Background: an optimization exercise with open tools, aiming at small area. Do not read the settings as production practice. Only simulation tests tie the RTL to the original design; equivalence was not proved. Power and IR drop assume default switching activity.

==> inputs of run B <==
==> flow/design.v (excerpt) <==
module plane_game_video(
    input clk, rst,
    input up,
    input [3:0] hited,
    input [10:0] my_plane_x, my_plane_y,
    input [10:0] my_bullet_x, my_bullet_y,
    input have_bullet_now,
    input [10:0] enemy_x, enemy_y,
    input [10:0] enemy_bullet_x, enemy_bullet_y,
    input have_enemy_bullet_now,
    output hs, vs,
    output play,
    output [11:0] rgb);
wire [10:0] hx, vy;
wire active_video;
VGA_driver M1(
    .clk        (clk),
    .rst        (rst),
    .hs         (hs),
    .vs         (vs),
    .hx         (hx),
    .vy         (vy),
    .active_video   (active_video));
VGA_rgb M2(
    .clk        (clk),
    .rst        (rst),
    .hited      (hited),
    .up         (up),
    .play       (play),
    .active_video   (active_video),
    .hx         (hx),
    .vy         (vy),
    .enemy_x    (enemy_x),
    .enemy_y    (enemy_y),
    .enemy_bullet_x (enemy_bullet_x),
    .enemy_bullet_y (enemy_bullet_y),
    .my_plane_x (my_plane_x),
    .my_plane_y (my_plane_y),
  ...
clock: 15.0 ns
lec_check: 0
cap_margin: 10
core_margin: 2
core_utilization: 45
gpl_timing_driven: 0
place_density: 0.6
slew_margin: 10
synth_memory_max_bits: 32768
standard.sh (not shown) runs the stock make flow with config.mk's settings and CLKGATE_MAP_FILE= SYNTH_SCRIPT=/design/flow/synth_recipe.tcl, a recipe that flattens the netlist after the stock synthesis.
==> flow/flow/run.sh <==
#!/bin/bash
# Standard ORFS layout, except that after the standard synthesis the
# combinational logic between the registers is re-optimised by yosys-abc
# (&deepsyn, then &nf area mapping), in twelve runs with different seeds
# (three waves of four) of which the smallest is kept. Registers are left exactly as the standard
# synthesis made them (same instances, names and cells).
set -euo pipefail
HERE=$(pwd)
R=$HERE/orfs/results/sky130hd/plane_game_video/base
LIB=$FLOW_HOME/platforms/sky130hd/lib/sky130_fd_sc_hd__tt_025C_1v80.lib
DS_TIME=150

bash standard.sh synth > std_synth.log 2>&1
cp $R/1_2_yosys.v $HERE/std_netlist.v

DU=""
for c in $(sed -n '/^export DONT_USE_CELLS/,/^$/p' $FLOW_HOME/platforms/sky130hd/config.mk | tr -d '\\' | tr -s ' \t' '\n' | grep '^sky130_'); do
  DU="$DU -dont_use $c"
done

resynth() {
  S=$1
  echo "strash; &get -n; &deepsyn -T $DS_TIME -S $S; &nf -R 1000; &put; topo" > resynth_$S.abc
  cat > resynth_$S.ys <<EOT
read_liberty -ignore_miss_func $LIB
read_verilog $HERE/std_netlist.v
hierarchy -top $FLOW_TOP
blackbox sky130_fd_sc_hd__df* sky130_fd_sc_hd__ed* sky130_fd_sc_hd__sd* sky130_fd_sc_hd__dl*
flatten
opt_clean -purge
abc -script $HERE/resynth_$S.abc -liberty $LIB $DU
opt_clean -purge
hilomap -singleton -hicell sky130_fd_sc_hd__conb_1 HI -locell sky130_fd_sc_hd__conb_1 LO
opt_clean -purge
select $FLOW_TOP
write_verilog -noattr -nohex -nodec -selected $HERE/resynth_$S.v
EOT
  yosys -s resynth_$S.ys > resynth_$S.log 2>&1
}
for S in 9 10 11 12; do resynth $S & done
wait
for S in 13 14 15 16; do resynth $S & done
wait
for S in 17 18 19 20; do resynth $S & done
wait

# read each result back against the cell library, check it, keep the smallest
BEST=""; BEST_AREA=""
for S in 9 10 11 12 13 14 15 16 17 18 19 20; do
  cat > resynth_check_$S.ys <<EOT
read_liberty -lib $LIB
read_verilog $HERE/resynth_$S.v
hierarchy -check -top $FLOW_TOP
check -assert -mapped
tee -o $HERE/resynth_stat_$S.txt stat -liberty $LIB
EOT
  if yosys -s resynth_check_$S.ys > resynth_check_$S.log 2>&1; then
    A=$(grep "Chip area" resynth_stat_$S.txt | awk '{print $NF}')
    echo "seed $S: area $A" >> resynth_choice.log
    if [[ -z "$BEST" ]] || awk "BEGIN{exit !($A < $BEST_AREA)}"; then BEST=$S; BEST_AREA=$A; fi
  fi
done
echo "kept seed $BEST ($BEST_AREA)" >> resynth_choice.log
cp $HERE/resynth_$BEST.v $HERE/resynth_netlist.v

cp $HERE/resynth_netlist.v $R/1_2_yosys.v
touch $R/1_2_yosys.v
rm -f $R/1_synth.odb $R/1_synth.sdc
export BUFFER_PORTS_ARGS="-buffer_cell sky130_fd_sc_hd__buf_1"
export CTS_ARGS="-sink_clustering_enable -repair_clock_nets -dont_use_dummy_load -buf_list sky130_fd_sc_hd__clkbuf_8"
bash standard.sh > standard.log 2>&1
==> run Y (differences from run B) <==
--- a/flow/flow/run.sh
+++ b/flow/flow/run.sh
@@ -1,8 +1,8 @@
 #!/bin/bash
 # Standard ORFS layout, except that after the standard synthesis the
 # combinational logic between the registers is re-optimised by yosys-abc
-# (&deepsyn, then &nf area mapping), in twelve runs with different seeds
-# (three waves of four) of which the smallest is kept. Registers are left exactly as the standard
+# (&deepsyn, then &nf area mapping), in eight runs with different seeds
+# (two waves of four) of which the smallest is kept. Registers are left exactly as the standard
 # synthesis made them (same instances, names and cells).
 set -euo pipefail
 HERE=$(pwd)
@@ -37,16 +37,14 @@
 EOT
   yosys -s resynth_$S.ys > resynth_$S.log 2>&1
 }
-for S in 9 10 11 12; do resynth $S & done
+for S in 1 2 3 4; do resynth $S & done
 wait
-for S in 13 14 15 16; do resynth $S & done
-wait
-for S in 17 18 19 20; do resynth $S & done
+for S in 5 6 7 8; do resynth $S & done
 wait
 
 # read each result back against the cell library, check it, keep the smallest
 BEST=""; BEST_AREA=""
-for S in 9 10 11 12 13 14 15 16 17 18 19 20; do
+for S in 1 2 3 4 5 6 7 8; do
   cat > resynth_check_$S.ys <<EOT
 read_liberty -lib $LIB
 read_verilog $HERE/resynth_$S.v
==> comparison table <==
Power, Total: run B 0.000590 W; run Y 0.000592 W
Post-Syn Instances: run B 1571; run Y 1567
Clock network power: run B 0.000206 W; run Y 0.000208 W
Terminating pin of the worst hold path: run B M2.a_ep[8]$_SDFFE_PP0P_; run Y M1.hx[0]$_SDFF_PP1_
Number of global-route vias before repair: run B 12486; run Y 12642
Endpoint arrival time on the critical path: run B 9.31 ns; run Y 7.78 ns
Power share of the sequential group: run B 54.0%; run Y 53.8%
Pin count of the biggest net entering global routing: run B 48; run Y 44
Required @ worst endpoint: run B 15.30 ns; run Y 15.36 ns
Total Die Area: run B 25000 µm²; run Y 24900 µm²
Overall Global Routing Usage: run B 35.2%; run Y 34.5%
Half-perimeter wire length after placement: run B 33300 µm; run Y 32400 µm
Via/cell ratio: run B 6.85; run Y 6.75
Run status: run B finished clean; run Y finished clean
GP Congestion: run B 1.03; run Y 1.01
Share of final layout cell area taken by non-clock buffers: run B 4.53%; run Y 4.45%
Routed length on met2: run B 19500 µm; run Y 19100 µm

separate check: timing with driven ports:
The results above use ideal ports. As a check the final layouts listed here were re-extracted and re-timed, cells and wires unchanged. Step 1: set_driving_cell puts a clkbuf_16 on clk and a buf_2 on each other input, an assumption about the parent block. Step 2 moves the port delays by t, midway between the first and last clock arrival at a register: inputs arrive t later, outputs are due t later. That takes back most of the time a late clock gives input paths. Three values: no drivers, after step 1, after step 2; two values: the first two.
run	shift t [ns]	setup slack, ns	worst setup path after step 2
run B	0.459	5.995 / 5.995 / 5.995	register to register
run Y	0.459	7.572 / 7.584 / 7.126	input to register
After both steps every run listed still meets setup and hold. For run Y, which loses most, drivers alone change the setup slack by +0.012 ns; drivers and shift together by -0.446 ns.
